This design comes from an exercise in tuning for small area, a short achievable clock period and few clock cycles per item on the open sky130 flow, not from production work.
At most, simulation tests tie the RTL to the original design; equivalence was not proved.
Only the layout flow was run in run 4; the RTL was not checked for function there.

[flow/design.v]
`timescale 1ns / 1ps
`default_nettype none
module booth_csa (
    input  wire [7:0]  NEG,
    input  wire [7:0]  ONE,
    input  wire [7:0]  TWO,
    input  wire [16:0] B,
    output wire [32:0] S,
    output wire [32:0] C
);
    wire [17:0] bx  = {B[16], B};
    wire [17:0] bx2 = {B, 1'b0};
    wire [17:0] pp0r = (({18{ONE[0]}} & bx) | ({18{TWO[0]}} & bx2)) ^ {18{NEG[0]}};
    wire [17:0] pp0 = {~pp0r[17], pp0r[16:0]};
    wire [17:0] pp1r = (({18{ONE[1]}} & bx) | ({18{TWO[1]}} & bx2)) ^ {18{NEG[1]}};
    wire [17:0] pp1 = {~pp1r[17], pp1r[16:0]};
    wire [17:0] pp2r = (({18{ONE[2]}} & bx) | ({18{TWO[2]}} & bx2)) ^ {18{NEG[2]}};
    wire [17:0] pp2 = {~pp2r[17], pp2r[16:0]};
    wire [17:0] pp3r = (({18{ONE[3]}} & bx) | ({18{TWO[3]}} & bx2)) ^ {18{NEG[3]}};
    wire [17:0] pp3 = {~pp3r[17], pp3r[16:0]};
    wire [17:0] pp4r = (({18{ONE[4]}} & bx) | ({18{TWO[4]}} & bx2)) ^ {18{NEG[4]}};
    wire [17:0] pp4 = {~pp4r[17], pp4r[16:0]};
    wire [17:0] pp5r = (({18{ONE[5]}} & bx) | ({18{TWO[5]}} & bx2)) ^ {18{NEG[5]}};
    wire [17:0] pp5 = {~pp5r[17], pp5r[16:0]};
    wire [17:0] pp6r = (({18{ONE[6]}} & bx) | ({18{TWO[6]}} & bx2)) ^ {18{NEG[6]}};
    wire [17:0] pp6 = {~pp6r[17], pp6r[16:0]};
    wire [17:0] pp7r = (({18{ONE[7]}} & bx) | ({18{TWO[7]}} & bx2)) ^ {18{NEG[7]}};
    wire [17:0] pp7 = {~pp7r[17], pp7r[16:0]};
    wire hs0 = pp0[10] ^ pp1[8];
    wire hc0 = pp0[10] & pp1[8];
    wire hs1 = pp0[11] ^ pp1[9];
    wire hc1 = pp0[11] & pp1[9];
    wire fs0 = pp0[12] ^ pp1[10] ^ pp2[8];
    wire fc0 = (pp0[12] & pp1[10]) | (pp0[12] & pp2[8]) | (pp1[10] & pp2[8]);
    wire hs2 = pp3[6] ^ pp4[4];
    wire hc2 = pp3[6] & pp4[4];
    wire fs1 = pp0[13] ^ pp1[11] ^ pp2[9];
    wire fc1 = (pp0[13] & pp1[11]) | (pp0[13] & pp2[9]) | (pp1[11] & pp2[9]);
    wire hs3 = pp3[7] ^ pp4[5];
    wire hc3 = pp3[7] & pp4[5];
    wire fs2 = pp0[14] ^ pp1[12] ^ pp2[10];
    wire fc2 = (pp0[14] & pp1[12]) | (pp0[14] & pp2[10]) | (pp1[12] & pp2[10]);
    wire fs3 = pp3[8] ^ pp4[6] ^ pp5[4];
    wire fc3 = (pp3[8] & pp4[6]) | (pp3[8] & pp5[4]) | (pp4[6] & pp5[4]);
    wire hs4 = pp6[2] ^ pp7[0];
    wire hc4 = pp6[2] & pp7[0];
    wire fs4 = pp0[15] ^ pp1[13] ^ pp2[11];
    wire fc4 = (pp0[15] & pp1[13]) | (pp0[15] & pp2[11]) | (pp1[13] & pp2[11]);
    wire fs5 = pp3[9] ^ pp4[7] ^ pp5[5];
    wire fc5 = (pp3[9] & pp4[7]) | (pp3[9] & pp5[5]) | (pp4[7] & pp5[5]);
    wire hs5 = pp6[3] ^ pp7[1];
    wire hc5 = pp6[3] & pp7[1];
    wire fs6 = pp0[16] ^ pp1[14] ^ pp2[12];
    wire fc6 = (pp0[16] & pp1[14]) | (pp0[16] & pp2[12]) | (pp1[14] & pp2[12]);
    wire fs7 = pp3[10] ^ pp4[8] ^ pp5[6];
    wire fc7 = (pp3[10] & pp4[8]) | (pp3[10] & pp5[6]) | (pp4[8] & pp5[6]);
    wire hs6 = pp6[4] ^ pp7[2];
    wire hc6 = pp6[4] & pp7[2];
    wire fs8 = pp0[17] ^ pp1[15] ^ pp2[13];
    wire fc8 = (pp0[17] & pp1[15]) | (pp0[17] & pp2[13]) | (pp1[15] & pp2[13]);
    wire fs9 = pp3[11] ^ pp4[9] ^ pp5[7];
    wire fc9 = (pp3[11] & pp4[9]) | (pp3[11] & pp5[7]) | (pp4[9] & pp5[7]);
    wire hs7 = pp6[5] ^ pp7[3];
    wire hc7 = pp6[5] & pp7[3];
    wire fs10 = pp1[16] ^ pp2[14] ^ pp3[12];
    wire fc10 = (pp1[16] & pp2[14]) | (pp1[16] & pp3[12]) | (pp2[14] & pp3[12]);
    wire fs11 = pp4[10] ^ pp5[8] ^ pp6[6];
    wire fc11 = (pp4[10] & pp5[8]) | (pp4[10] & pp6[6]) | (pp5[8] & pp6[6]);
    wire fs12 = pp1[17] ^ pp2[15] ^ pp3[13];
    wire fc12 = (pp1[17] & pp2[15]) | (pp1[17] & pp3[13]) | (pp2[15] & pp3[13]);
    wire hs8 = pp4[11] ^ pp5[9];
    wire hc8 = pp4[11] & pp5[9];
    wire fs13 = pp2[16] ^ pp3[14] ^ pp4[12];
    wire fc13 = (pp2[16] & pp3[14]) | (pp2[16] & pp4[12]) | (pp3[14] & pp4[12]);
    wire hs9 = pp2[17] ^ pp3[15];
    wire hc9 = pp2[17] & pp3[15];
    wire hs10 = pp0[6] ^ pp1[4];
    wire hc10 = pp0[6] & pp1[4];
    wire hs11 = pp0[7] ^ pp1[5];
    wire hc11 = pp0[7] & pp1[5];
    wire fs14 = pp0[8] ^ pp1[6] ^ pp2[4];
    wire fc14 = (pp0[8] & pp1[6]) | (pp0[8] & pp2[4]) | (pp1[6] & pp2[4]);
    wire hs12 = pp3[2] ^ pp4[0];
    wire hc12 = pp3[2] & pp4[0];
    wire fs15 = pp0[9] ^ pp1[7] ^ pp2[5];
    wire fc15 = (pp0[9] & pp1[7]) | (pp0[9] & pp2[5]) | (pp1[7] & pp2[5]);
    wire hs13 = pp3[3] ^ pp4[1];
    wire hc13 = pp3[3] & pp4[1];
    wire fs16 = pp2[6] ^ pp3[4] ^ pp4[2];
    wire fc16 = (pp2[6] & pp3[4]) | (pp2[6] & pp4[2]) | (pp3[4] & pp4[2]);
    wire fs17 = pp5[0] ^ NEG[5] ^ hs0;
    wire fc17 = (pp5[0] & NEG[5]) | (pp5[0] & hs0) | (NEG[5] & hs0);
    wire fs18 = pp2[7] ^ pp3[5] ^ pp4[3];
    wire fc18 = (pp2[7] & pp3[5]) | (pp2[7] & pp4[3]) | (pp3[5] & pp4[3]);
    wire fs19 = pp5[1] ^ hs1 ^ hc0;
    wire fc19 = (pp5[1] & hs1) | (pp5[1] & hc0) | (hs1 & hc0);
    wire fs20 = pp5[2] ^ pp6[0] ^ NEG[6];
    wire fc20 = (pp5[2] & pp6[0]) | (pp5[2] & NEG[6]) | (pp6[0] & NEG[6]);
    wire fs21 = fs0 ^ hs2 ^ hc1;
    wire fc21 = (fs0 & hs2) | (fs0 & hc1) | (hs2 & hc1);
    wire fs22 = pp5[3] ^ pp6[1] ^ fs1;
    wire fc22 = (pp5[3] & pp6[1]) | (pp5[3] & fs1) | (pp6[1] & fs1);
    wire fs23 = hs3 ^ fc0 ^ hc2;
    wire fc23 = (hs3 & fc0) | (hs3 & hc2) | (fc0 & hc2);
    wire fs24 = NEG[7] ^ fs2 ^ fs3;
    wire fc24 = (NEG[7] & fs2) | (NEG[7] & fs3) | (fs2 & fs3);
    wire fs25 = hs4 ^ fc1 ^ hc3;
    wire fc25 = (hs4 & fc1) | (hs4 & hc3) | (fc1 & hc3);
    wire fs26 = fs4 ^ fs5 ^ hs5;
    wire fc26 = (fs4 & fs5) | (fs4 & hs5) | (fs5 & hs5);
    wire fs27 = fc2 ^ fc3 ^ hc4;
    wire fc27 = (fc2 & fc3) | (fc2 & hc4) | (fc3 & hc4);
    wire fs28 = fs6 ^ fs7 ^ hs6;
    wire fc28 = (fs6 & fs7) | (fs6 & hs6) | (fs7 & hs6);
    wire fs29 = fc4 ^ fc5 ^ hc5;
    wire fc29 = (fc4 & fc5) | (fc4 & hc5) | (fc5 & hc5);
    wire fs30 = fs8 ^ fs9 ^ hs7;
    wire fc30 = (fs8 & fs9) | (fs8 & hs7) | (fs9 & hs7);
    wire fs31 = fc6 ^ fc7 ^ hc6;
    wire fc31 = (fc6 & fc7) | (fc6 & hc6) | (fc7 & hc6);
    wire fs32 = pp7[4] ^ fs10 ^ fs11;
    wire fc32 = (pp7[4] & fs10) | (pp7[4] & fs11) | (fs10 & fs11);
    wire fs33 = fc8 ^ fc9 ^ hc7;
    wire fc33 = (fc8 & fc9) | (fc8 & hc7) | (fc9 & hc7);
    wire fs34 = pp6[7] ^ pp7[5] ^ fs12;
    wire fc34 = (pp6[7] & pp7[5]) | (pp6[7] & fs12) | (pp7[5] & fs12);
    wire fs35 = hs8 ^ fc10 ^ fc11;
    wire fc35 = (hs8 & fc10) | (hs8 & fc11) | (fc10 & fc11);
    wire fs36 = pp5[10] ^ pp6[8] ^ pp7[6];
    wire fc36 = (pp5[10] & pp6[8]) | (pp5[10] & pp7[6]) | (pp6[8] & pp7[6]);
    wire fs37 = fs13 ^ fc12 ^ hc8;
    wire fc37 = (fs13 & fc12) | (fs13 & hc8) | (fc12 & hc8);
    wire fs38 = pp4[13] ^ pp5[11] ^ pp6[9];
    wire fc38 = (pp4[13] & pp5[11]) | (pp4[13] & pp6[9]) | (pp5[11] & pp6[9]);
    wire fs39 = pp7[7] ^ hs9 ^ fc13;
    wire fc39 = (pp7[7] & hs9) | (pp7[7] & fc13) | (hs9 & fc13);
    wire fs40 = pp3[16] ^ pp4[14] ^ pp5[12];
    wire fc40 = (pp3[16] & pp4[14]) | (pp3[16] & pp5[12]) | (pp4[14] & pp5[12]);
    wire fs41 = pp6[10] ^ pp7[8] ^ hc9;
    wire fc41 = (pp6[10] & pp7[8]) | (pp6[10] & hc9) | (pp7[8] & hc9);
    wire fs42 = pp3[17] ^ pp4[15] ^ pp5[13];
    wire fc42 = (pp3[17] & pp4[15]) | (pp3[17] & pp5[13]) | (pp4[15] & pp5[13]);
    wire hs14 = pp6[11] ^ pp7[9];
    wire hc14 = pp6[11] & pp7[9];
    wire fs43 = pp4[16] ^ pp5[14] ^ pp6[12];
    wire fc43 = (pp4[16] & pp5[14]) | (pp4[16] & pp6[12]) | (pp5[14] & pp6[12]);
    wire hs15 = pp4[17] ^ pp5[15];
    wire hc15 = pp4[17] & pp5[15];
    wire hs16 = pp0[4] ^ pp1[2];
    wire hc16 = pp0[4] & pp1[2];
    wire hs17 = pp0[5] ^ pp1[3];
    wire hc17 = pp0[5] & pp1[3];
    wire fs44 = pp2[2] ^ pp3[0] ^ NEG[3];
    wire fc44 = (pp2[2] & pp3[0]) | (pp2[2] & NEG[3]) | (pp3[0] & NEG[3]);
    wire fs45 = pp2[3] ^ pp3[1] ^ hs11;
    wire fc45 = (pp2[3] & pp3[1]) | (pp2[3] & hs11) | (pp3[1] & hs11);
    wire fs46 = NEG[4] ^ fs14 ^ hs12;
    wire fc46 = (NEG[4] & fs14) | (NEG[4] & hs12) | (fs14 & hs12);
    wire fs47 = fs15 ^ hs13 ^ fc14;
    wire fc47 = (fs15 & hs13) | (fs15 & fc14) | (hs13 & fc14);
    wire fs48 = fs16 ^ fs17 ^ fc15;
    wire fc48 = (fs16 & fs17) | (fs16 & fc15) | (fs17 & fc15);
    wire fs49 = fs18 ^ fs19 ^ fc16;
    wire fc49 = (fs18 & fs19) | (fs18 & fc16) | (fs19 & fc16);
    wire fs50 = fs20 ^ fs21 ^ fc18;
    wire fc50 = (fs20 & fs21) | (fs20 & fc18) | (fs21 & fc18);
    wire fs51 = fs22 ^ fs23 ^ fc20;
    wire fc51 = (fs22 & fs23) | (fs22 & fc20) | (fs23 & fc20);
    wire fs52 = fs24 ^ fs25 ^ fc22;
    wire fc52 = (fs24 & fs25) | (fs24 & fc22) | (fs25 & fc22);
    wire fs53 = fs26 ^ fs27 ^ fc24;
    wire fc53 = (fs26 & fs27) | (fs26 & fc24) | (fs27 & fc24);
    wire fs54 = fs28 ^ fs29 ^ fc26;
    wire fc54 = (fs28 & fs29) | (fs28 & fc26) | (fs29 & fc26);
    wire fs55 = fs30 ^ fs31 ^ fc28;
    wire fc55 = (fs30 & fs31) | (fs30 & fc28) | (fs31 & fc28);
    wire fs56 = fs32 ^ fs33 ^ fc30;
    wire fc56 = (fs32 & fs33) | (fs32 & fc30) | (fs33 & fc30);
    wire fs57 = fs34 ^ fs35 ^ fc32;
    wire fc57 = (fs34 & fs35) | (fs34 & fc32) | (fs35 & fc32);
    wire fs58 = fs36 ^ fs37 ^ fc34;
    wire fc58 = (fs36 & fs37) | (fs36 & fc34) | (fs37 & fc34);
    wire fs59 = fs38 ^ fs39 ^ fc36;
    wire fc59 = (fs38 & fs39) | (fs38 & fc36) | (fs39 & fc36);
    wire fs60 = fs40 ^ fs41 ^ fc38;
    wire fc60 = (fs40 & fs41) | (fs40 & fc38) | (fs41 & fc38);
    wire fs61 = fs42 ^ hs14 ^ fc40;
    wire fc61 = (fs42 & hs14) | (fs42 & fc40) | (hs14 & fc40);
    wire fs62 = pp7[10] ^ fs43 ^ fc42;
    wire fc62 = (pp7[10] & fs43) | (pp7[10] & fc42) | (fs43 & fc42);
    wire fs63 = pp6[13] ^ pp7[11] ^ hs15;
    wire fc63 = (pp6[13] & pp7[11]) | (pp6[13] & hs15) | (pp7[11] & hs15);
    wire fs64 = pp5[16] ^ pp6[14] ^ pp7[12];
    wire fc64 = (pp5[16] & pp6[14]) | (pp5[16] & pp7[12]) | (pp6[14] & pp7[12]);
    wire hs18 = pp5[17] ^ pp6[15];
    wire hc18 = pp5[17] & pp6[15];
    wire hs19 = pp0[2] ^ pp1[0];
    wire hc19 = pp0[2] & pp1[0];
    wire hs20 = pp0[3] ^ pp1[1];
    wire hc20 = pp0[3] & pp1[1];
    wire fs65 = pp2[0] ^ NEG[2] ^ hs16;
    wire fc65 = (pp2[0] & NEG[2]) | (pp2[0] & hs16) | (NEG[2] & hs16);
    wire fs66 = pp2[1] ^ hs17 ^ hc16;
    wire fc66 = (pp2[1] & hs17) | (pp2[1] & hc16) | (hs17 & hc16);
    wire fs67 = hs10 ^ fs44 ^ hc17;
    wire fc67 = (hs10 & fs44) | (hs10 & hc17) | (fs44 & hc17);
    wire fs68 = hc10 ^ fs45 ^ fc44;
    wire fc68 = (hc10 & fs45) | (hc10 & fc44) | (fs45 & fc44);
    wire fs69 = hc11 ^ fs46 ^ fc45;
    wire fc69 = (hc11 & fs46) | (hc11 & fc45) | (fs46 & fc45);
    wire fs70 = hc12 ^ fs47 ^ fc46;
    wire fc70 = (hc12 & fs47) | (hc12 & fc46) | (fs47 & fc46);
    wire fs71 = hc13 ^ fs48 ^ fc47;
    wire fc71 = (hc13 & fs48) | (hc13 & fc47) | (fs48 & fc47);
    wire fs72 = fc17 ^ fs49 ^ fc48;
    wire fc72 = (fc17 & fs49) | (fc17 & fc48) | (fs49 & fc48);
    wire fs73 = fc19 ^ fs50 ^ fc49;
    wire fc73 = (fc19 & fs50) | (fc19 & fc49) | (fs50 & fc49);
    wire fs74 = fc21 ^ fs51 ^ fc50;
    wire fc74 = (fc21 & fs51) | (fc21 & fc50) | (fs51 & fc50);
    wire fs75 = fc23 ^ fs52 ^ fc51;
    wire fc75 = (fc23 & fs52) | (fc23 & fc51) | (fs52 & fc51);
    wire fs76 = fc25 ^ fs53 ^ fc52;
    wire fc76 = (fc25 & fs53) | (fc25 & fc52) | (fs53 & fc52);
    wire fs77 = fc27 ^ fs54 ^ fc53;
    wire fc77 = (fc27 & fs54) | (fc27 & fc53) | (fs54 & fc53);
    wire fs78 = fc29 ^ fs55 ^ fc54;
    wire fc78 = (fc29 & fs55) | (fc29 & fc54) | (fs55 & fc54);
    wire fs79 = fc31 ^ fs56 ^ fc55;
    wire fc79 = (fc31 & fs56) | (fc31 & fc55) | (fs56 & fc55);
    wire fs80 = fc33 ^ fs57 ^ fc56;
    wire fc80 = (fc33 & fs57) | (fc33 & fc56) | (fs57 & fc56);
    wire fs81 = fc35 ^ fs58 ^ fc57;
    wire fc81 = (fc35 & fs58) | (fc35 & fc57) | (fs58 & fc57);
    wire fs82 = fc37 ^ fs59 ^ fc58;
    wire fc82 = (fc37 & fs59) | (fc37 & fc58) | (fs59 & fc58);
    wire fs83 = fc39 ^ fs60 ^ fc59;
    wire fc83 = (fc39 & fs60) | (fc39 & fc59) | (fs60 & fc59);
    wire fs84 = fc41 ^ fs61 ^ fc60;
    wire fc84 = (fc41 & fs61) | (fc41 & fc60) | (fs61 & fc60);
    wire fs85 = hc14 ^ fs62 ^ fc61;
    wire fc85 = (hc14 & fs62) | (hc14 & fc61) | (fs62 & fc61);
    wire fs86 = fc43 ^ fs63 ^ fc62;
    wire fc86 = (fc43 & fs63) | (fc43 & fc62) | (fs63 & fc62);
    wire fs87 = hc15 ^ fs64 ^ fc63;
    wire fc87 = (hc15 & fs64) | (hc15 & fc63) | (fs64 & fc63);
    wire fs88 = pp7[13] ^ hs18 ^ fc64;
    wire fc88 = (pp7[13] & hs18) | (pp7[13] & fc64) | (hs18 & fc64);
    wire fs89 = pp6[16] ^ pp7[14] ^ hc18;
    wire fc89 = (pp6[16] & pp7[14]) | (pp6[16] & hc18) | (pp7[14] & hc18);
    wire hs21 = pp6[17] ^ pp7[15];
    wire hc21 = pp6[17] & pp7[15];
    assign S = {1'b0, pp7[17], pp7[16], hs21, fs89, fs88, fs87, fs86, fs85, fs84, fs83, fs82, fs81, fs80, fs79, fs78, fs77, fs76, fs75, fs74, fs73, fs72, fs71, fs70, fs69, fs68, fs67, fs66, fs65, hs20, NEG[1], pp0[1], pp0[0]};
    assign C = {1'b0, 1'b0, hc21, fc89, fc88, fc87, fc86, fc85, fc84, fc83, fc82, fc81, fc80, fc79, fc78, fc77, fc76, fc75, fc74, fc73, fc72, fc71, fc70, fc69, fc68, fc67, fc66, fc65, hc20, hc19, hs19, 1'b0, NEG[0]};
endmodule
`default_nettype wire
`timescale 1ns / 1ps
`default_nettype none
module kitten_fabric_tile #(
    parameter N_PRE       = 4096,
    parameter N_POST      = 4096,
    parameter ADDRW_PRE   = 13,
    parameter ADDRW_CSR   = 18,
    parameter ADDRW_POST  = 12,
    parameter PACK_WIDTH  = 8,
    parameter BRAM_DELAY  = 1
) (
    input  wire                  clk,
    input  wire                  rst,
    input  wire                  i_step_start,
    input  wire                  i_proj_done,
    output wire                  o_step_done,
    input  wire                  i_pre_spike_valid,
    input  wire [15:0]           i_pre_spike_idx,
    input  wire                  i_pre_spike,
    output wire                  o_pre_spike_ready,
    output wire                  o_post_spike_valid,
    output wire [PACK_WIDTH-1:0] o_post_spike_data,
    input  wire                  i_post_spike_ready,
    output wire [ADDRW_PRE-1:0]  o_indptr_addr,
    input  wire [31:0]           i_indptr_data,
    output wire [ADDRW_CSR-1:0]  o_indices_addr,
    input  wire [31:0]           i_indices_data,
    output wire [ADDRW_CSR-1:0]  o_values_addr,
    input  wire [15:0]           i_values_q_data,
    input  wire [15:0]           i_scale_q,
    output wire [ADDRW_POST-1:0] o_I_addr,
    output wire                  o_I_we,
    output wire [31:0]           o_I_din,
    input  wire [31:0]           i_I_dout,
    output wire [ADDRW_POST-1:0] o_v_addr,
    output wire                  o_v_we,
    output wire [31:0]           o_v_din,
    input  wire [31:0]           i_v_dout,
    input  wire [15:0]           i_alpha,
    input  wire [15:0]           i_v_th
);
    localparam [1:0] F_IDLE = 2'd0;    
    localparam [1:0] F_P0   = 2'd1;    
    localparam [1:0] F_P1   = 2'd2;    
    localparam [1:0] F_IT   = 2'd3;    
    reg         proj, pop, done;    
    reg  [1:0]  fe;
    reg         ph;
    reg         rdy;
    reg  [12:0] pa;          
    reg  [18:0] k;           
    reg  [18:0] kend;        
    reg         sp;          
    reg         izero;       
    reg  [2:0]  ev;          
    reg  [3:0]  sv;          
    reg  [7:0]  NEG, ONE, TWO;    
    reg  [16:0] B;           
    reg  [15:0] vh;
    reg  [32:0] S, C;        
    reg         c14;         
    reg         phm, phs, phc, phd, phe;    
    reg  [31:0] rd;          
    reg  [31:0] acc;
    reg  [31:0] D;           
    reg  [11:0] AD;          
    reg  [11:0] aw;          
    reg         I_we, v_we;
    reg  [8:0]  pk;          
    reg  [7:0]  ow;
    reg         owv;
    reg         pdv;         
    wire idle = !(proj || pop || done);
    assign o_step_done        = done;
    assign o_pre_spike_ready  = rdy;
    assign o_post_spike_valid = owv;
    assign o_post_spike_data  = ow;
    assign o_indptr_addr      = pa;
    assign o_indices_addr     = k[17:0];
    assign o_values_addr      = k[17:0];
    assign o_I_addr           = AD;
    assign o_v_addr           = AD;
    assign o_I_we             = I_we;
    assign o_v_we             = v_we;
    assign o_I_din            = izero ? 32'd0 : acc;    
    assign o_v_din            = D;
    wire [18:0] k1       = k + 19'd1;
    wire        hasr     = (k != kend);
    wire        lastr    = (k1 == kend);
    wire        issue    = !ph && ((fe == F_P1) || ((fe == F_IT) && hasr));
    wire        kill     = (fe == F_IT) && ph && sp && !hasr;
    wire        acc_ev   = i_pre_spike_valid && rdy &&
                           (proj || (idle && i_step_start));
    wire        proj_idle = (fe == F_IDLE) && !(|ev) && !I_we;
    wire        go_pop    = proj && proj_idle && pdv;
    wire [32:0] s_n, c_n;
    booth_csa u_mul (.NEG(NEG), .ONE(ONE), .TWO(TWO), .B(B), .S(s_n), .C(c_n));
    wire [15:0] a_in = pop ? i_alpha : i_values_q_data;
    wire [16:0] a_x  = {a_in, 1'b0};
    reg  [7:0]  neg_n, one_n, two_n;
    integer q;
    always @(*) begin
        for (q = 0; q < 8; q = q + 1) begin
            neg_n[q] = a_x[2*q+2] & ~(a_x[2*q+1] & a_x[2*q]);
            one_n[q] = a_x[2*q+1] ^ a_x[2*q];
            two_n[q] = (a_x[2*q+2] & ~a_x[2*q+1] & ~a_x[2*q]) |
                       (~a_x[2*q+2] & a_x[2*q+1] & a_x[2*q]);
        end
    end
    wire [14:0] c14_t = {1'b0, s_n[13:0]} + {1'b0, c_n[13:0]};
    wire [31:0] ys    = phs ? {13'd0, S[32:14]} : {S[29:0], 2'b00};
    wire [31:0] yc    = phc ? {13'd0, C[32:14]} : {C[29:0], 2'b00};
    wire [31:0] kc    = phm ? (32'd0 - 32'd174760) : (32'd0 - (32'd21845 << 19));
    wire [31:0] xo    = phm ? rd : acc;
    wire [31:0] sum   = xo + kc + ys + yc + {31'd0, phm & c14};
    wire [31:0] th    = {{16{kend[15]}}, kend[15:0]};
    wire [32:0] dif33 = {acc[31], acc} - {th[31], th};
    wire [31:0] dif   = dif33[31:0];
    wire        spk   = !dif33[32];
    wire [31:0] vnew  = spk ? dif : acc;
    wire        fwd   = !pop && I_we && (AD == aw);
    wire        rd_issue = !k[12] && !((k[2:0] == 3'd7) && owv);
    always @(posedge clk or posedge rst) begin
        if (rst) begin
            proj <= 1'b0;
            pop  <= 1'b0;
            done <= 1'b0;
            fe   <= F_IDLE;
            ph   <= 1'b0;
            phm  <= 1'b0;
            phs  <= 1'b0;
            phc  <= 1'b0;
            phd  <= 1'b0;
            phe  <= 1'b0;
            rdy  <= 1'b1;
            sp   <= 1'b0;
            izero <= 1'b0;
            ev   <= 3'd0;
            sv   <= 4'd0;
            I_we <= 1'b0;
            v_we <= 1'b0;
            owv  <= 1'b0;
            pdv  <= 1'b0;
        end else begin
            pdv <= i_proj_done && !i_pre_spike_valid;
            ph  <= !ph;
            phm <= !phm;
            phs <= !phs;
            phc <= !phc;
            phd <= !phd;
            phe <= !phe;
            ev <= {ev[1], ev[0] && !kill, issue};
            if (idle && i_step_start) proj <= 1'b1;
            if (go_pop) begin
                proj <= 1'b0;
                pop  <= 1'b1;
            end
            if (pop && k[12] && !(|sv) && !v_we && !owv) begin
                pop  <= 1'b0;
                done <= 1'b1;
            end
            if (done && !i_step_start) done <= 1'b0;
            izero <= pop || go_pop;
            case (fe)
                F_P0: fe <= F_P1;
                F_P1: begin
                    fe <= F_IT;
                    sp <= !ph;
                end
                F_IT: begin
                    if (!ph) begin
                        if (rdy) fe <= F_IDLE;
                    end else begin
                        sp <= 1'b0;
                        if (!hasr || (sp && lastr)) begin
                            fe  <= F_IDLE;
                            rdy <= 1'b1;
                        end else if (lastr && !sp) begin
                            rdy <= 1'b1;
                        end
                    end
                end
                default: ;
            endcase
            if (acc_ev) begin
                if (i_pre_spike) begin
                    fe  <= F_P0;
                    rdy <= 1'b0;
                end else begin
                    fe  <= F_IDLE;
                end
            end
            if (pop) begin
                if (ph) begin
                    I_we <= rd_issue;
                    v_we <= 1'b0;
                    sv   <= {sv[2:0], rd_issue};
                    if (sv[2]) begin
                        if (pk[1]) owv <= 1'b1;
                    end
                end else begin
                    I_we <= 1'b0;
                    v_we <= sv[3];
                end
            end else begin
                I_we <= ph ? ev[2] : 1'b0;
                v_we <= 1'b0;
                sv   <= 4'd0;
            end
            if (owv && i_post_spike_ready) owv <= 1'b0;
        end
    end
    always @(posedge clk) begin
        pa <= (fe == F_P0) ? pa + 13'd1 : i_pre_spike_idx[12:0];
        if (go_pop)
            k <= 19'd0;
        else if (pop) begin
            if (ph && rd_issue) k <= k1;
        end else if (fe == F_P0)
            k <= i_indptr_data[18:0];
        else if ((fe == F_IT) && (ph ? (sp && hasr) : hasr))
            k <= k1;
        if (pop)
            kend <= {3'd0, i_v_th};
        else if (fe == F_P1)
            kend <= i_indptr_data[18:0];
        if (!phe) begin
            NEG <= neg_n;
            ONE <= one_n;
            TWO <= two_n;
        end
        if (pop) B <= phd ? {1'b0, i_v_dout[15:0]} : {vh[15], vh};
        else     B <= {1'b0, i_scale_q};
        vh <= i_v_dout[31:16];
        S  <= s_n;
        c14 <= c14_t[14];
        C  <= c_n;
        if (pop ? phd : !phd) rd <= fwd ? acc : i_I_dout;
        acc <= sum;
        if (phd) D <= vnew;
        if (pop) begin
            if (ph) begin
                AD <= k[11:0];
            end else begin
                AD <= aw;
                if (sv[3]) aw <= aw + 12'd1;
            end
        end else begin
            if (ph) begin
                AD <= aw;
                aw <= AD;
            end else begin
                AD <= i_indices_data[11:0];
            end
            if (go_pop) aw <= 12'd0;
        end
        if (!pop) pk <= 9'h100;
        else if (ph && sv[2]) begin
            if (pk[1]) begin
                ow <= {spk, pk[8:2]};
                pk <= 9'h100;
            end else begin
                pk <= {spk, pk[8:1]};
            end
        end
    end
endmodule
`default_nettype wire
[flow/flow/run.sh]
#!/bin/bash
# Standard layout with plain buffers on the ports; timing repair aims
# SETUP_MARGIN ns beyond the clock period.
set -o pipefail
export BUFFER_PORTS_ARGS="-buffer_cell sky130_fd_sc_hd__buf_1"
bash standard.sh SETUP_SLACK_MARGIN=9.8 finish 2>&1 | tee standard_flow.log
[flow/standard.sh]
#!/bin/bash
# synth_recipe.tcl (not shown) runs the flow's synth.tcl, then flattens the netlist and writes it again
# the make line also repeats each setting of config.mk as NAME=value (left out here)
make -C /OpenROAD-flow-scripts/flow DESIGN_CONFIG=/design/flow/config.mk WORK_HOME=/design/flow/orfs CLKGATE_MAP_FILE= SYNTH_SCRIPT=/design/flow/synth_recipe.tcl "${@:-finish}"
[flow/config.mk]
export PLATFORM = sky130hd
export DESIGN_NAME = kitten_fabric_tile
export DESIGN_NICKNAME = kitten_fabric_tile
export VERILOG_FILES = /design/flow/design.v
export SDC_FILE = /design/flow/constraint.sdc
export NUM_CORES = 4
export LEC_CHECK = 0
export ABC_AREA = 1
export CAP_MARGIN = 20
export CORE_MARGIN = 2
export CORE_UTILIZATION = 68
export CTS_CLUSTER_DIAMETER = 100
export CTS_CLUSTER_SIZE = 22
export SLEW_MARGIN = 20
[flow/constraint.sdc]
create_clock -name core_clock -period 14.0 [get_ports {clk}]
set_input_delay 2.8000 -clock core_clock [delete_from_list [all_inputs] [get_ports {clk}]]
set_output_delay 2.8000 -clock core_clock [all_outputs]
set_load 0.01 [all_outputs]
==> results of run 1 <==
==> cell families after synthesis <==
group / count (synthesis) / share of synthesized area [%]
simple gates: 906 / 15.44
xor+xnor: 237 / 8.558
compound gates: 576 / 14.02
mux: 33 / 1.367
fa+ha+maj: 259 / 17.48
buf+inv: 581 / 10.11
flops: 332 / 33.04
==> final cells by class <==
class | count | area [µm²]
multi-input cells | 2011 | 13880
fillers | 2591 | 8622
flip-flops and latches | 332 | 8046
repair buffers | 407 | 1954
inverters | 427 | 1679
well taps | 461 | 576.8
clock buffers | 29 | 513.0
clock inverters | 4 | 37.54
diodes | 1 | 2.502
==> registers in the layout, summed over array words and instances (netlist names), 12 cells and up <==
name  count
rd       32
pa       13
AD       12
B        17
k        19
kend     19
S        32
acc      32
C        30
D        32
aw       12
vh       16
==> worst register-to-register path, cell delays in order, from the launching register on <==
cell and delay [ps]:
sky130_fd_sc_hd__edfxtp_1 400, sky130_fd_sc_hd__clkinvlp_4 280, sky130_fd_sc_hd__o22ai_1 290, sky130_fd_sc_hd__xor2_1 130
sky130_fd_sc_hd__fa_1 540, sky130_fd_sc_hd__inv_1 50, sky130_fd_sc_hd__fa_1 470, sky130_fd_sc_hd__fa_1 500
sky130_fd_sc_hd__fa_1 560, sky130_fd_sc_hd__inv_1 80, sky130_fd_sc_hd__ha_1 300, sky130_fd_sc_hd__a21o_1 190
sky130_fd_sc_hd__a21oi_1 110, sky130_fd_sc_hd__o21ai_0 140
==> cell usage in the layout (no fill, tap or decap), types with 11 or more instances in the layout <==
master	synthesis	layout
sky130_fd_sc_hd__buf_4	52	74
sky130_fd_sc_hd__fa_1	133	133
sky130_fd_sc_hd__edfxtp_1	124	124
sky130_fd_sc_hd__nor3_1	19	18
sky130_fd_sc_hd__xor2_1	202	202
sky130_fd_sc_hd__clkbuf_16	0	20
sky130_fd_sc_hd__inv_2	10	16
sky130_fd_sc_hd__o22ai_1	140	140
sky130_fd_sc_hd__nor2_1	209	198
sky130_fd_sc_hd__xnor2_1	35	35
sky130_fd_sc_hd__o21bai_1	11	11
sky130_fd_sc_hd__ha_1	126	126
sky130_fd_sc_hd__buf_2	5	31
sky130_fd_sc_hd__o21ai_2	28	29
sky130_fd_sc_hd__clkinvlp_4	0	19
sky130_fd_sc_hd__inv_1	412	387
sky130_fd_sc_hd__nand2_2	22	22
sky130_fd_sc_hd__a21oi_1	105	101
sky130_fd_sc_hd__nand3_1	80	80
sky130_fd_sc_hd__o221ai_1	12	12
sky130_fd_sc_hd__nand4_1	21	21
sky130_fd_sc_hd__o21ai_0	213	208
sky130_fd_sc_hd__nand2_1	524	523
sky130_fd_sc_hd__dfrtp_1	24	19
sky130_fd_sc_hd__dfxtp_1	183	172
sky130_fd_sc_hd__buf_1	6	296
sky130_fd_sc_hd__mux2i_1	32	32
==> timing repair <==
| item | CTS | global route |
|---|---|---|
| gates resized for setup | 73 | 38 |
| cloned | 0 | 1 |
| hold buffers | 0 | 0 |
| endpoints found under the setup margin | 57 | 47 |
| setup buffers | 7 | 58 |
==> final timing paths <==
kind | start | endpoint | depth (start not counted)
max | acc[24] | o_I_din[24] | 3
min | ev[1] | ev[2] | 0
max reg2reg | TWO[2] | c14 | 13
min reg2reg | ev[1] | ev[2] | 0
max in group asynchronous | rst | rdy | 3
min in group asynchronous | rst | done | 2
==> stage by stage <==
step / setup WS, ps / hold slack (ps)
finish: 9737 / 374.4
CTS: 9742 / 371.2
global placement: 9211 / 352.7
global route: 9712 / 377.7
floorplan: 10010 / 346.8
detailed placement: 9140 / 364.6
==> metal layers <==
metal / vias to the layer above / track usage (%) / wire, µm / part of all wire [%]
met5: - / 0 / 34 / 0.044
met4: 4 / 23.75 / 5306 / 6.9
met3: 324 / 7.729 / 7643 / 9.9
met2: 1409 / 66.60 / 35850 / 46
met1: 10370 / 49.39 / 28620 / 37
li1: 10070 / - / - / -
==> summary.txt, run 1 <==
The run finished with no timing, DRC or antenna violations. The number of endpoints failing setup at the final stage was 0. The longest clock path from root to sink contains 3 buffers. The worst setup path is launched from a register. The critical path goes through inv_1 > nor2_1 > buf_2.

Timing-limited maximum frequency: 234.6 MHz. For this block, the initial DRC count from the detailed router was 2319. In this run the cell area measured after placement is 0.02531 mm². Counting instances in the post-synthesis netlist gives the leading cell types as sky130_fd_sc_hd__nand2_1 (524), sky130_fd_sc_hd__inv_1 (412), sky130_fd_sc_hd__o21ai_0 (213), sky130_fd_sc_hd__nor2_1 (209), sky130_fd_sc_hd__xor2_1 (202). The initial antenna violation count is 2.

From synthesis to final layout, the design area changed by 10.03%. The run gives 0 as the total count of hold-check failures in the final report. The biggest area contributor in the post-synthesis netlist is sky130_fd_sc_hd__edfxtp_1. The routed design could run at a clock period as short as 4263 ps.

STA puts the critical path data arrival time at 1460 ps. The logs give 0.02426 mm² for the synthesized cell area and 0.03531 mm² for the total core area. Summing all non-filler instances in the final layout gives an area of 0.02669 mm².

In the final timing run, aggregate negative setup slack is 0 ps. The worst path uses 30.45% of the clock period. A synthesized cell averages 8.295 µm².

The tools report the count of max-cap constraint violations as 0. TritonCTS built the clock tree. The post-synthesis register bit count works out to 332. From left edge to right edge, the die measures 192.9 µm. After detailed routing, the average wire length per cell comes to 21.09 µm. The final count of pins violating max slew is 0, and the number of antenna-violating nets in the routed design is 0.

Share of async-settable or async-resettable flops after synthesis: 7.530%. The routability-driven placement congestion ratio came out at 0.9945. The tools report the largest net degree at the start of global routing as 67.

Final clock skew: 42.90 ps. Of the cells placed in the final design, the portion with a size suffix greater than 1 is 8.598%. Cell with the most instances after synthesis: sky130_fd_sc_hd__nand2_1.

The total number of yosys warnings came out at 1. Data on the critical path is required at its endpoint by 11200 ps. Summing the sequential cell areas from Yosys gives 33.04% of the chip area. Port buffering added 328 buffers.

Type of the most critical hold path: register to register. CTS saw 332 sinks. The number of nets in the synthesized netlist is 3398. The die outline height was 192.9 µm. On the worst path, the slowest cell contributes a delay of 450 ps.

Count of boundary I/O pins: 365. Synthesized instance count: 2924. Counting tap cells, the placed design contains a total of 3571 instances. In this run, synthesis inferred 124 flip-flops with an integrated enable. After synthesis, the cell types taking the most area are sky130_fd_sc_hd__edfxtp_1 (15%), sky130_fd_sc_hd__dfxtp_1 (15%), sky130_fd_sc_hd__fa_1 (11%), sky130_fd_sc_hd__nand2_1 (8.1%), sky130_fd_sc_hd__xor2_1 (7.3%). The finished layout holds 3672 standard cells, fillers aside. For the distinct cell type count of the synthesized netlist, the log shows 57.

Setup repair after global routing could not meet its margin everywhere. Detailed placement ended at an HPWL of 57850 µm.

The routed via count is 22180. The largest individual stage delay along the critical path comes from the cell sky130_fd_sc_hd__dfxtp_2. The area of the die was 0.03720 mm²; the minimum setup slack among reg-to-reg paths was 9840 ps. The critical path class was register to primary output. For the first-pass GRT wire length, the log shows 114500 µm. For this run, the share of the core covered by cells in the final layout is 75.58%. The pin slew with the least headroom to its limit works out to 1083 ps. The via-per-instance ratio came out at 6.040.

The tree is rooted in a sky130_fd_sc_hd__clkbuf_16. Clock latency on the worst-skew pair, taken at its later pin, is 570 ps. The leftover overflow at the end of global routing was 0. Top flip-flop cell by instance count after synthesis: sky130_fd_sc_hd__dfxtp_1. The clock transition at the register clock pins on the worst setup and hold paths after CTS is 100 ps, and the critical-path maximum fanout is 4. For the via count of the first global-routing pass, the log shows 21160. Proportion of netlist area held by the largest area contributor: 15.35%. Across every metal layer, demand over resource in global routing totals 40.40%. The first TritonRoute pass finished after 8 iterations. Headroom to the max-slew limit came out at 27.57%. Number of nets in the final layout: 3672. The number of buffers and inverters on the critical path is 2. Row generation in the floorplan step produced 69 rows. The starting utilization of the core area is 68.69%. STA classifies the critical path endpoint as a primary output. The number of clock buffers added by TritonCTS is 19. Wires add up to 77450 µm. After detailed routing, the number of remaining DRC violations is 0. Among cell families on the critical path, the largest total delay comes from flip-flops. The H-tree depth reported by CTS is 1.
Testbench counts, summed over its fixed seeds: cycles 332,068, steps 24.
==> run 2: changes to the inputs <==
==> flow/flow/run.sh (replaced) <==
#!/bin/bash
# Standard layout with plain buffers on the ports; timing repair aims
# SETUP_MARGIN ns beyond the clock period.
set -o pipefail
export BUFFER_PORTS_ARGS="-buffer_cell sky130_fd_sc_hd__buf_1"
bash standard.sh SETUP_SLACK_MARGIN=10.0 finish 2>&1 | tee standard_flow.log
==> run 2 against run 1 <==
  * Via count rose by 2.6%
  * Sequential share of layout area fell by 0.33 points
  * Utilization rose by 1.4 points
  * Sequential cell count unchanged
  * Synthesized area unchanged
  * Critical path depth increased by 9
  * Count of clock-buffer cells in the layout stayed put
  * Die area is the same
  * Critical path type is now register to register
  * Final cell count increased by 0.84%
  * Still clean on timing, DRC and antenna
==> summary.txt, run 2 <==
The start point of the critical path is ONE[2]. The tools report the initial antenna violation count as 4 (+2). Proportion of netlist area held by the largest area contributor: 15.35% (unchanged).

For the total negative setup slack, the log shows 0 ps (unchanged). Following the worst setup path forward leads to its endpoint at c14. Nature of the critical path startpoint: a register. The logs give 37110 µm (+3.5%) for the met2 routed wirelength and 3 (unchanged) for the maximum number of buffers from clock root to sink. The time the worst path needs with I/O delays and setup came out at 4569 ps (+305.9 ps).

The die width was 192.9 µm (unchanged); the worst hold margin was 372.2 ps (-2.255 ps). The layout cell share with drive strength beyond 1 was 11.08% (+2.5 points); the count of input and output buffers was 328 (unchanged). The number of nets in the final layout was 3702 (+0.82%); the post-route clock period utilization was 32.64% (+2.2 points). The routed wirelength normalized by instance count came out at 22.30 µm (+5.7%). The via count of the first global-routing pass was 21520 (+1.7%); the number of antenna-violating nets in the routed design was 0 (unchanged).

By area the synthesized netlist is led by sky130_fd_sc_hd__edfxtp_1 (15%), sky130_fd_sc_hd__dfxtp_1 (15%), sky130_fd_sc_hd__fa_1 (11%), sky130_fd_sc_hd__nand2_1 (8.1%), sky130_fd_sc_hd__xor2_1 (7.3%). For the relative slew slack, the log shows 27.81% (+0.24 points). The logs give 33.04% (unchanged) for the sequential area share after synthesis and 0 (unchanged) for the number of hold buffers added after cts.

The depth of the worst register-to-register path was 12 (-1); the number of detailed-routing iterations run before antenna repair was 7 (-1). Library cell with the largest summed area after synthesis: sky130_fd_sc_hd__edfxtp_1. The net count of the mapped netlist is 3398 (unchanged), and the count of max-cap constraint violations is 0 (unchanged).

The highest metal layer with signal wires was met5. The tools report the synthesized instance count as 2924 (unchanged). The DRC violation total after the first TritonRoute iteration was 2512 (+8.3%). The pin slew with the least headroom to its limit is 1079 ps (-3.623 ps), and the total count of hold-check failures in the final report is 0 (unchanged).

The run gives 0.03531 mm² (unchanged) as the total core area. The tools report the total length of routed wires as 82580 µm (+6.6%). The total number of clock tree sinks is 332 (unchanged), and the routed metal-1 wirelength is 29040 µm (+1.5%). TritonCTS built the clock tree.

The required time of the worst setup path is 14450 ps (+3250 ps). The logs give 1 (unchanged) for the total number of yosys warnings and 117500 µm (+2.7%) for the first-pass GRT wire length. Minimum setup slack among reg-to-reg paths: 9430 ps (-410 ps).

The commonest cells after synthesis are sky130_fd_sc_hd__nand2_1 (524), sky130_fd_sc_hd__inv_1 (412), sky130_fd_sc_hd__o21ai_0 (213), sky130_fd_sc_hd__nor2_1 (209), sky130_fd_sc_hd__xor2_1 (202). The total of fill cells in the finished design is 2481 (-4.2%). The distinct cell type count of the synthesized netlist is 57 (unchanged), and the number of endpoints failing setup at the final stage is 0 (unchanged). The die outline height works out to 192.9 µm (unchanged).

The library cell used most frequently in the layout, excluding fill and tap cells, is sky130_fd_sc_hd__nand2_1. The logs give 69 (unchanged) for the placement row count and 22760 (+2.6%) for the routed via count. The run gives 67 (unchanged) as the largest net degree at the start of global routing. The share of async-settable or async-resettable flops after synthesis is 7.530% (unchanged), and the final instance area is 0.02717 mm² (+1.8%).

For the clock buffer count from CTS, the log shows 19 (unchanged). By startpoint and endpoint, the worst setup path is classified as register to register. For the timing-limited maximum frequency, the log shows 218.9 MHz (-6.7%). The tools report the total routing resource utilization after global routing as 41.54% (+1.1 points). The worst register-to-register path begins at ONE[2]. The area of the die was 0.03720 mm² (unchanged); the starting utilization of the core area was 68.69% (unchanged). The capture instance of the worst register-to-register path is c14. The tree is rooted in a sky130_fd_sc_hd__clkbuf_16. Yosys instantiated no cell more often than sky130_fd_sc_hd__nand2_1. The critical-path maximum fanout is 4 (unchanged). The run gives 580 ps (about the same) as the clock latency on the worst-skew pair.

The number of design rule violations left after detail routing is 0 (unchanged). The run finished with no timing, DRC or antenna violations. The area added between synthesis and finish was 12.03%; the final count of pins violating max slew was 0 (unchanged). The tools report the estimated wirelength of the detail-placed design as 57850 µm (unchanged). The logs give 9683 µm (+27%) for the detailed-routed wire length on met3 and 0.02531 mm² (unchanged) for the cell area after placement. The type of the most critical hold path is register to register. The count of boundary I/O pins was 365 (unchanged); the mean instance size in the synthesized netlist was 8.295 µm² (unchanged). Endpoint kind of the worst setup timing path: a register. Setup repair after global routing could not meet its margin everywhere. The run gives 36.47 ps (-6.423 ps) as the final clock skew.

The count of flip-flops with a built-in enable after synthesis is 124 (unchanged), and the routability-driven placement congestion ratio is 0.9945 (unchanged). For the H-tree depth reported by CTS, the log shows 1 (unchanged). The post-synthesis register bit count was 332 (unchanged). Top flip-flop cell by instance count after synthesis: sky130_fd_sc_hd__dfxtp_1.

In the layout the commonest cells are sky130_fd_sc_hd__nand2_1 (523), sky130_fd_sc_hd__inv_1 (380), sky130_fd_sc_hd__buf_1 (290). Clock transition at the register clock pins on the worst setup and hold paths after CTS: 120 ps (+20 ps). The data arrival time of the critical path was 5020 ps (+3560 ps); the leftover overflow at the end of global routing was 0 (unchanged).

The synthesized cell area was 0.02426 mm² (unchanged). The via-per-instance ratio is 6.145 (+1.7%).
## run 2: cell counts after synthesis
Identical to the previous run, type by type.
## run 2: area by class of cell
| class | instances | area, µm² | area share (%) |
|---|---|---|---|
| clock inverter | 4 | 37.54 | 0.1381 |
| tap | 461 | 576.8 | 2.123 |
| antenna | 2 | 5.005 | 0.01842 |
| multi-input combinational | 2011 | 14000 | 51.52 |
| clock buffer | 29 | 513.0 | 1.888 |
| timing repair buffer | 437 | 2232 | 8.214 |
| sequential | 332 | 8104 | 29.82 |
| inverter | 427 | 1705 | 6.276 |
## run 2: kinds of logic (layout without fill, tap and decap cells)
group	Yosys count	count (layout)	synth area share, %
AND/OR/NAND/NOR	906	906	15.44
buffers and inverters	581	897	10.11
AO/OA/AOI/OAI	576	576	14.02
flip-flops	332	332	33.04
adder cells (fa/ha/maj)	259	259	17.48
XOR/XNOR	237	237	8.558
multiplexers	33	33	1.367
other	0	2	0
## run 2: worst min-delay path by stage
stage                      from  endpoint  depth (start not counted)
after CTS                 ev[1]     ev[2]                          0
after detailed placement  ev[1]     ev[2]                          0
after floorplan           ev[1]     ev[2]                          0
after global placement    ev[1]     ev[2]                          0
after global routing      ev[1]     ev[2]                          0
final                     ev[1]     ev[2]                          0
## run 2: worst max-delay path, cell delays in order (launching register included)
cell                         delay, ps
sky130_fd_sc_hd__edfxtp_1          450
sky130_fd_sc_hd__clkinvlp_4        170
sky130_fd_sc_hd__buf_4             160
sky130_fd_sc_hd__o22ai_1           220
sky130_fd_sc_hd__xor2_1            620
sky130_fd_sc_hd__fa_1              660
sky130_fd_sc_hd__fa_1              560
sky130_fd_sc_hd__fa_1              440
sky130_fd_sc_hd__fa_1              550
sky130_fd_sc_hd__inv_1              70
sky130_fd_sc_hd__ha_1              310
sky130_fd_sc_hd__a21oi_2           170
sky130_fd_sc_hd__o21ai_2            70
## run 2: through the flow
| stage | std cells | worst slack [ps] | utilization, % |
|---|---|---|---|
| finish | 3703 | 9431 | 76.96 |
| global route | 3702 | 9459 | 76.95 |
| CTS | 3645 | 9748 | 74.99 |
| detailed placement | 3571 | 9140 | 71.69 |
| global placement | 3571 | 9211 | 71.69 |
| floorplan | 2924 | 10010 | - |
## run 2: routing by layer
layer  track usage [%]  vias to the layer above
met5                 0                        -
met4             25.40                        4
met3             8.820                      483
met2             68.03                     1664
met1             50.21                    10470
li1                  -                    10140
## run 2: what timing repair did
action                     CTS  global route
resized for setup          129            52
buffers inserted            40            54
setup endpoints to repair   95            74
pin swaps                    1            19
gates cloned                 1             1
==> run 3: changes to the inputs <==
==> flow/flow/run.sh (replaced) <==
#!/bin/bash
# The standard layout (standard.sh), with two changes:
#  - the port buffers are plain buf_1 cells instead of the delay buffers
#    buffer_ports picks by default;
#  - timing repair aims for 9.8 ns of setup slack at the design's clock
#    period (the SDC is unchanged), so the layout is optimised for speed.
# All tool output goes to standard_flow.log (and ORFS's own logs).
set -o pipefail
export BUFFER_PORTS_ARGS="-buffer_cell sky130_fd_sc_hd__buf_1"
bash standard.sh SETUP_SLACK_MARGIN=9.8 finish 2>&1 | tee standard_flow.log
==> run 3 against run 2 <==
  * Synthesized area did not move
  * Via count shrank 2.5%
  * First-iteration DRC count shrank 7.7%
  * Cell area decreased by 1.8%
  * Routed wire length is 6.2% lower
  * Sequential cell count stayed put
  * Synthesized cell count is the same
  * Largest cell class unchanged
==> summary.txt, run 3 <==
The flow ran to the end and the layout has no timing, DRC or antenna violations. The final clock skew was 42.90 ps (+6.423 ps). Broken down by cell family, the worst path's largest delay share belongs to flip-flops.

The tools report the data arrival time of the critical path as 1460 ps (-3560 ps). The tools report the endpoint kind of the worst setup timing path as a primary output. The post-route clock period utilization is 30.45% (-2.2 points).

The library cell used most frequently in the layout, excluding fill and tap cells, is sky130_fd_sc_hd__nand2_1. The maximum single-stage delay on the critical path was 450 ps (-210 ps). TritonCTS built the clock tree. The DRC violation total after the first TritonRoute iteration is 2319 (-7.7%).

The cell with the most instances after synthesis is sky130_fd_sc_hd__nand2_1. The detailed-routed wire length on met3 is 7643 µm (-21%). By area the synthesized netlist is led by sky130_fd_sc_hd__edfxtp_1 (15%), sky130_fd_sc_hd__dfxtp_1 (15%), sky130_fd_sc_hd__fa_1 (11%), sky130_fd_sc_hd__nand2_1 (8.1%), sky130_fd_sc_hd__xor2_1 (7.3%). The tools report the number of endpoints failing setup at the final stage as 0 (unchanged).

Sequential area share after synthesis: 33.04% (unchanged). The most used flip-flop cell after synthesis is sky130_fd_sc_hd__dfxtp_1. The routed metal-1 wirelength came out at 28620 µm (-1.5%). Share of async-settable or async-resettable flops after synthesis: 7.530% (unchanged).

The run gives 0.03720 mm² (unchanged) as the area of the die. The first-pass GRT wire length is 114500 µm (-2.6%). The maximum number of buffers from clock root to sink was 3 (unchanged); the H-tree depth reported by CTS was 1 (unchanged).

The area added between synthesis and finish was 10.03%. Worst hold margin: 374.4 ps (+2.255 ps). For the final count of pins violating max slew, the log shows 0 (unchanged).

The total routing resource utilization after global routing is 40.40% (-1.1 points). Start point of the critical path: acc[24]. The count of flip-flops with a built-in enable after synthesis is 124 (unchanged). The tools report the number of design rule violations left after detail routing as 0 (unchanged). The initial antenna violation count was 2 (-2); the clock latency on the worst-skew pair was 570 ps (about the same). The logs give 0 (unchanged) for the count of max-cap constraint violations and 0.9945 (unchanged) for the routability-driven placement congestion ratio. The nature of the critical path startpoint was a register.

The time the worst path needs with I/O delays and setup came out at 4263 ps (-305.9 ps).

The total count of hold-check failures in the final report was 0 (unchanged); the timing-limited maximum frequency was 234.6 MHz (+7.2%). The via-per-instance ratio is 6.040 (-1.7%), and the starting utilization of the core area is 68.69% (unchanged). In this run the most critical hold path is launched from ev[1]. The signal on the critical path passes through inv_1 > nor2_1 > buf_2. The worst register-to-register path begins at TWO[2]. The worst hold path belongs to the class register to register. The run gives 332 (unchanged) as the total number of clock tree sinks.

Highest metal layer with signal wires: met5. The total number of yosys warnings was 1 (unchanged); the routed via count was 22180 (-2.5%). The total core area was 0.03531 mm² (unchanged); the die width was 192.9 µm (unchanged). The estimated wirelength of the detail-placed design is 57850 µm (unchanged). Among all stages on the critical path, the largest delay is contributed by sky130_fd_sc_hd__dfxtp_2.

Number of detailed-routing iterations run before antenna repair: 8 (+1). The tools report the master cell of the clock root buffer as sky130_fd_sc_hd__clkbuf_16. The total negative setup slack is 0 ps (unchanged), and the pin slew with the least headroom to its limit is 1083 ps (+3.623 ps). Proportion of netlist area held by the largest area contributor: 15.35% (unchanged). The critical path is of the register to primary output type. For the total of fill cells in the finished design, the log shows 2591 (+4.4%). The run gives 11200 ps (-3250 ps) as the required time of the worst setup path. Count of boundary I/O pins: 365 (unchanged). The routed wirelength normalized by instance count was 21.09 µm (-5.4%).

The critical-path maximum fanout is 4 (unchanged), and the number of nets in the final layout is 3672 (-0.81%). The die outline height works out to 192.9 µm (unchanged). The count of input and output buffers came out at 328 (unchanged). The logs give 0 (unchanged) for the leftover overflow at the end of global routing and 3398 (unchanged) for the net count of the mapped netlist. The mean instance size in the synthesized netlist is 8.295 µm² (unchanged). The synthesized design spends more area on one cell type than any other, namely sky130_fd_sc_hd__edfxtp_1.

After synthesis, the most frequently instantiated cells are sky130_fd_sc_hd__nand2_1 (524), sky130_fd_sc_hd__inv_1 (412), sky130_fd_sc_hd__o21ai_0 (213), sky130_fd_sc_hd__nor2_1 (209), sky130_fd_sc_hd__xor2_1 (202). The post-synthesis register bit count came out at 332 (unchanged). The synthesized instance count came out at 2924 (unchanged). Met2 routed wirelength: 35850 µm (-3.4%).

The largest net degree at the start of global routing was 67 (unchanged); the layout cell share with drive strength beyond 1 was 8.598% (-2.5 points). The number of antenna-violating nets in the routed design came out at 0 (unchanged). The distinct cell type count of the synthesized netlist is 57 (unchanged), and the clock transition at the register clock pins on the worst setup and hold paths after CTS is 100 ps (-20 ps). The relative slew slack came out at 27.57% (-0.24 points). In the layout the commonest cells are sky130_fd_sc_hd__nand2_1 (523), sky130_fd_sc_hd__inv_1 (387), sky130_fd_sc_hd__buf_1 (296). The total length of routed wires was 77450 µm (-6.2%); the synthesized cell area was 0.02426 mm² (unchanged). Setup repair after global routing could not meet its margin everywhere. The logs give 69 (unchanged) for the placement row count and 21160 (-1.7%) for the via count of the first global-routing pass. The run gives 19 (unchanged) as the clock buffer count from CTS.

Count of buffering cells on the critical path with inverters included: 2 (-1).
## run 3: worst paths after layout
check,cells after the start,slack [ps],end
max in group asynchronous,3,11330,rdy
min in group asynchronous,2,2170,done
max,3,9740,o_I_din[24]
max reg2reg,13,9840,c14
min reg2reg,0,370,ev[2]
min,0,370,ev[2]
## run 3: per-layer routing
metal  global-route usage [%]  vias to the layer above
met5                        0                        -
met4                    23.75                        4
met3                    7.729                      324
met2                    66.60                     1409
met1                    49.39                    10370
li1                         -                    10070
## run 3: cells by family (layout without fill, tap and decap cells)
logic type	after synthesis	count (layout)	synth area share (%)
multiplexers	33	33	1.367
other	0	1	0
AND/OR/NAND/NOR	906	906	15.44
adder cells (fa/ha/maj)	259	259	17.48
XOR/XNOR	237	237	8.558
buffers and inverters	581	867	10.11
AO/OA/AOI/OAI	576	576	14.02
flip-flops	332	332	33.04
## run 3: what timing repair did
| action | in CTS | in global routing |
|---|---|---|
| buffers inserted | 7 | 58 |
| endpoints found under the setup margin | 57 | 47 |
| hold buffers | 0 | 0 |
| resized for setup | 73 | 38 |
| pin swaps | 0 | 0 |
| gates cloned | 0 | 1 |
## run 3: per-stage QoR
| stage | util [%] | worst slack, ps | cells | area (µm²) |
|---|---|---|---|---|
| final | 75.58 | 9737 | 3672 | 26690 |
| after global routing | 75.57 | 9712 | 3671 | 26690 |
| after CTS | 73.78 | 9742 | 3611 | 26050 |
| after detailed placement | 71.69 | 9140 | 3571 | 25310 |
| after global placement | 71.69 | 9211 | 3571 | 25310 |
| after floorplan | - | 10010 | 2924 | 24260 |
## run 3: area by class of cell
type / instances / area, µm² / area share, %
diodes: 1 / 2.502 / 0.009376
clock inverters: 4 / 37.54 / 0.1406
multi-input cells: 2011 / 13880 / 52.00
clock buffers: 29 / 513.0 / 1.922
repair buffers: 407 / 1954 / 7.323
inverters: 427 / 1679 / 6.292
flip-flops and latches: 332 / 8046 / 30.15
well taps: 461 / 576.8 / 2.161
## run 3: worst register-to-register path: stages (launching register included)
cell	delay [ps]
sky130_fd_sc_hd__edfxtp_1	400
sky130_fd_sc_hd__clkinvlp_4	280
sky130_fd_sc_hd__o22ai_1	290
sky130_fd_sc_hd__xor2_1	130
sky130_fd_sc_hd__fa_1	540
sky130_fd_sc_hd__inv_1	50
sky130_fd_sc_hd__fa_1	470
sky130_fd_sc_hd__fa_1	500
sky130_fd_sc_hd__fa_1	560
sky130_fd_sc_hd__inv_1	80
sky130_fd_sc_hd__ha_1	300
sky130_fd_sc_hd__a21o_1	190
sky130_fd_sc_hd__a21oi_1	110
sky130_fd_sc_hd__o21ai_0	140
==> run 4: changes to the inputs <==
--- a/flow/design.v
+++ b/flow/design.v
@@ -315,3 +315,3 @@
     reg  [15:0] vh;
-    reg  [32:0] S, C;        
+    reg  [31:0] S, C;        
     reg         c14;         
@@ -340,3 +340,3 @@
     assign o_v_we             = v_we;
-    assign o_I_din            = izero ? 32'd0 : acc;    
+    assign o_I_din            = izero ? 32'd0 : D;
     assign o_v_din            = D;
@@ -366,4 +366,4 @@
     wire [14:0] c14_t = {1'b0, s_n[13:0]} + {1'b0, c_n[13:0]};
-    wire [31:0] ys    = phs ? {13'd0, S[32:14]} : {S[29:0], 2'b00};
-    wire [31:0] yc    = phc ? {13'd0, C[32:14]} : {C[29:0], 2'b00};
+    wire [31:0] ys    = S;
+    wire [31:0] yc    = C;
     wire [31:0] kc    = phm ? (32'd0 - 32'd174760) : (32'd0 - (32'd21845 << 19));
@@ -490,8 +490,8 @@
         vh <= i_v_dout[31:16];
-        S  <= s_n;
+        S  <= phs ? {s_n[29:0], 2'b00} : {13'd0, s_n[32:14]};
         c14 <= c14_t[14];
-        C  <= c_n;
-        if (pop ? phd : !phd) rd <= fwd ? acc : i_I_dout;
+        C  <= phc ? {c_n[29:0], 2'b00} : {13'd0, c_n[32:14]};
+        if (pop ? phd : !phd) rd <= fwd ? D : i_I_dout;
         acc <= sum;
-        if (phd) D <= vnew;
+        if (phd) D <= pop ? vnew : sum;
         if (pop) begin
==> flow/flow/run.sh (replaced) <==
#!/bin/bash
# Standard layout with plain buffers on the ports; timing repair aims
# SETUP_MARGIN ns beyond the clock period.
set -o pipefail
export BUFFER_PORTS_ARGS="-buffer_cell sky130_fd_sc_hd__buf_1"
bash standard.sh SETUP_SLACK_MARGIN=9.5 finish 2>&1 | tee standard_flow.log
==> flow/config.mk (replaced) <==
export PLATFORM = sky130hd
export DESIGN_NAME = kitten_fabric_tile
export DESIGN_NICKNAME = kitten_fabric_tile
export VERILOG_FILES = /design/flow/design.v
export SDC_FILE = /design/flow/constraint.sdc
export NUM_CORES = 4
export LEC_CHECK = 0
export CAP_MARGIN = 40
export CORE_MARGIN = 2
export CORE_UTILIZATION = 55
export SLEW_MARGIN = 60
==> run 4 against run 3 <==
  * Synthesized area rose by 3.6%
  * First-iteration DRC count fell by 25%
  * Final cell count is 4.2% lower
  * Critical path type unchanged
  * Die area grew 27%
  * Via count fell by 8.6%
  * Fmax decreased by 3.4%
  * Count of clock-buffer cells in the layout increased by 20
  * Highest routed layer is now met4
  * Worst hold slack better by 17 ps
  * Synthesized cell count down 8.4%
  * Largest cell class unchanged
==> summary.txt, run 4 <==
By area the synthesized netlist is led by sky130_fd_sc_hd__edfxtp_1 (15%), sky130_fd_sc_hd__dfxtp_1 (15%), sky130_fd_sc_hd__fa_1 (11%), sky130_fd_sc_hd__ha_1 (6.3%), sky130_fd_sc_hd__xnor2_1 (5.4%). The proportion of netlist area held by the largest area contributor was 14.82% (-0.53 points); the number of endpoints failing setup at the final stage was 0 (unchanged). Among all flip-flop cells after synthesis, the most frequent one is sky130_fd_sc_hd__dfxtp_1. The library cell with the largest summed area after synthesis is sky130_fd_sc_hd__edfxtp_1.

The count of input and output buffers is 328 (unchanged), and the total routing resource utilization after global routing is 30.51% (-9.9 points). The distinct cell type count of the synthesized netlist is 87 (+53%). The number of hold buffers added after cts was 0 (unchanged); the die width was 217.7 µm (+13%). The tools report the final count of pins violating max slew as 0 (unchanged).

Broken down by cell family, the worst path's largest delay share belongs to flip-flops. The clock latency on the worst-skew pair was 580 ps (about the same). The data arrival time of the critical path was 1610 ps (+150 ps); the final clock skew was 27.00 ps (-15.89 ps). The number of antenna-violating nets in the routed design came out at 0 (unchanged). The tree is rooted in a sky130_fd_sc_hd__clkbuf_16. The die outline height was 217.7 µm (+13%); the total length of routed wires was 72820 µm (-6.0%).

The mean instance size in the synthesized netlist works out to 9.379 µm² (+13%). The relative slew slack is 61.46% (+34 points). The mux share of post-synthesis cell area was 7.126% (+5.8 points); the estimated wirelength of the detail-placed design was 54320 µm (-6.1%).

The synthesized cell area is 0.02513 mm² (+3.6%), and the post-route clock period utilization is 31.51% (+1.1 points). The run gives 0.04528 mm² (+28%) as the total core area. Simple-gate share of the synthesized area: 11.71% (-3.7 points). Nature of the critical path startpoint: a register. The worst-case setup margin in the final layout was 9589 ps (-147.9 ps). Counting instances in the post-synthesis netlist gives the leading cell types as sky130_fd_sc_hd__inv_1 (280), sky130_fd_sc_hd__dfxtp_1 (185), sky130_fd_sc_hd__nand2_1 (166), sky130_fd_sc_hd__xnor2_1 (155), sky130_fd_sc_hd__nor2_1 (145). The tools report the number of detailed-routing iterations run before antenna repair as 6 (-2). The area growth from synthesis to layout is 11.91%.

The logs give 1 (-1) for the initial antenna violation count and 365 (unchanged) for the count of boundary I/O pins. The placement-stage worst setup slack is 9241 ps (+101.0 ps), and the total negative setup slack is 0 ps (unchanged). After synthesis, the largest family of logic cells by area is adder cells.

The leftover overflow at the end of global routing is 0 (unchanged). Routed via count: 20260 (-8.6%). The total number of yosys warnings is 1 (unchanged), and the placement row count is 78 (+13%). The tools report the via count of the first global-routing pass as 19720 (-6.8%). Total instance count after detailed placement: 3429 (-4.0%). The tools report the required time of the worst setup path as 11200 ps (about the same). The tools report the total count of hold-check failures in the final report as 0 (unchanged). The total number of clock tree sinks is 334 (+0.60%).

The share of async-settable or async-resettable flops after synthesis works out to 7.485% (-0.045 points). The critical path goes through nor2b_2 > buf_1.

The logs give 0.04741 mm² (+27%) for the area of the die and 3153 (-7.2%) for the net count of the mapped netlist. The library cell used most frequently in the layout, excluding fill and tap cells, is sky130_fd_sc_hd__buf_1. Count of max-cap constraint violations: 0 (unchanged). The run finished with no timing, DRC or antenna violations. The compound-gate portion of the synthesized area was 14.74% (+0.72 points).

Library cell contributing the largest single delay on the critical path: sky130_fd_sc_hd__dfrtp_4. The fraction of synthesized cell area in xor and xnor cells is 8.889% (+0.33 points). The number of design rule violations left after detail routing is 0 (unchanged), and the post-synthesis register bit count is 334 (+0.60%). Setup repair after global routing could not meet its margin everywhere. The timing-limited maximum frequency came out at 226.7 MHz (-3.4%).

The type of the most critical hold path is register to register. The pin slew with the least headroom to its limit is 572.8 ps (-509.7 ps). The tools report the synthesized instance count as 2679 (-8.4%). STA classifies the critical path endpoint as a primary output.

Maximum number of buffers from clock root to sink: 3 (unchanged).
run 4: cell types whose count changed after synthesis, sizes merged, moves of 25 or more:
| cell | before | now |
|---|---|---|
| xor2 | 202 | 100 |
| clkbuf | 87 | 137 |
| xnor2 | 35 | 155 |
| and2 | 1 | 29 |
| mux2i | 32 | 81 |
| buf | 67 | 92 |
| inv | 423 | 282 |
| mux2 | 1 | 87 |
| nor2b | 0 | 60 |
| a22oi | 0 | 131 |
| nor2 | 213 | 146 |
| nand2 | 547 | 167 |
| o21ai | 247 | 108 |
| o22ai | 140 | 5 |
run 4: worst paths after layout:
kind / start / cells after the start / to
setup / recovery: izero / 2 / o_I_din[2]
hold / removal: ev[1] / 0 / ev[2]
setup reg to reg: ONE[2] / 16 / c14
hold reg to reg: ev[1] / 0 / ev[2]
max in group asynchronous: rst / 2 / pop
min in group asynchronous: rst / 2 / owv
run 4: cell type report:
class | instances | area [µm²]
sequential | 334 | 8080
antenna | 1 | 2.502
timing repair buffer | 396 | 1853
tap | 600 | 750.7
fill | 4009 | 17170
multi-input combinational | 1834 | 15080
clock inverter | 21 | 265.3
inverter | 282 | 1067
clock buffer | 49 | 1022
run 4: routing by layer:
| metal | vias up | GRT usage (%) | wire [µm] |
|---|---|---|---|
| met5 | - | 0 | 0 |
| met4 | 0 | 9.116 | 1753 |
| met3 | 120 | 3.947 | 4562 |
| met2 | 737 | 50.47 | 34530 |
| met1 | 9844 | 41.92 | 31970 |
| li1 | 9561 | - | - |
run 4: cells by family (layout without fill, tap and decap cells):
family                   Yosys count  count (layout)
AO/OA/AOI/OAI                    559             559
XOR/XNOR                         255             255
adder cells (fa/ha/maj)          259             259
buffers and inverters            511             748
flip-flops                       334             334
multiplexers                     168             168
other                              0               1
AND/OR/NAND/NOR                  593             593
run 4: repair_timing:
| action | 4_1_cts | 5_1_grt |
|---|---|---|
| buffers inserted | 9 | 5 |
| cloned | 1 | 0 |
| gates resized for setup | 13 | 15 |
| pin swaps | 1 | 5 |
| setup endpoints to repair | 16 | 9 |
run 4: stage by stage:
stage                     hold slack [ps]
after floorplan                     354.0
after global placement              368.4
after detailed placement            374.8
after CTS                           394.2
after global routing                405.1
final                               391.6

-- what the ideal ports hide --
Ports are ideal in the flow. The routed layouts listed here were re-timed in OpenROAD. Step 1 sets driving cells, clkbuf_16 on the clock port and buf_2 on the other inputs (assumed; they add their load-dependent delay and slew). Step 2 times the ports against the registers' clock, not the clock port: input delays grow and output delays shrink by t, the midpoint of the rising clock arrivals with the driver on. Slacks: no drivers / after step 1 / after step 2; pairs: no drivers / after step 1.
| run | shift t [ns] | setup WS [ns] | worst hold slack (ns) | worst register clock-pin slew, ns |
|---|---|---|---|---|
| run 1 | 0.607 | 9.737 / 9.683 / 9.759 | 0.374 / 0.374 / 0.374 | 0.11 / 0.11 |
| run 2 | 0.615 | 9.431 / 9.431 / 9.360 | 0.372 / 0.372 / 0.372 | 0.12 / 0.12 |
| run 3 | 0.607 | 9.737 / 9.683 / 9.759 | 0.374 / 0.374 / 0.374 | 0.11 / 0.11 |
| run 4 | 0.619 | 9.589 / 9.532 / 9.601 | 0.392 / 0.392 / 0.392 | 0.07 / 0.07 |
After both steps every run listed still meets setup and hold. For run 2, which loses most, drivers alone change the setup slack by 0.000 ns; drivers and shift together by -0.071 ns.
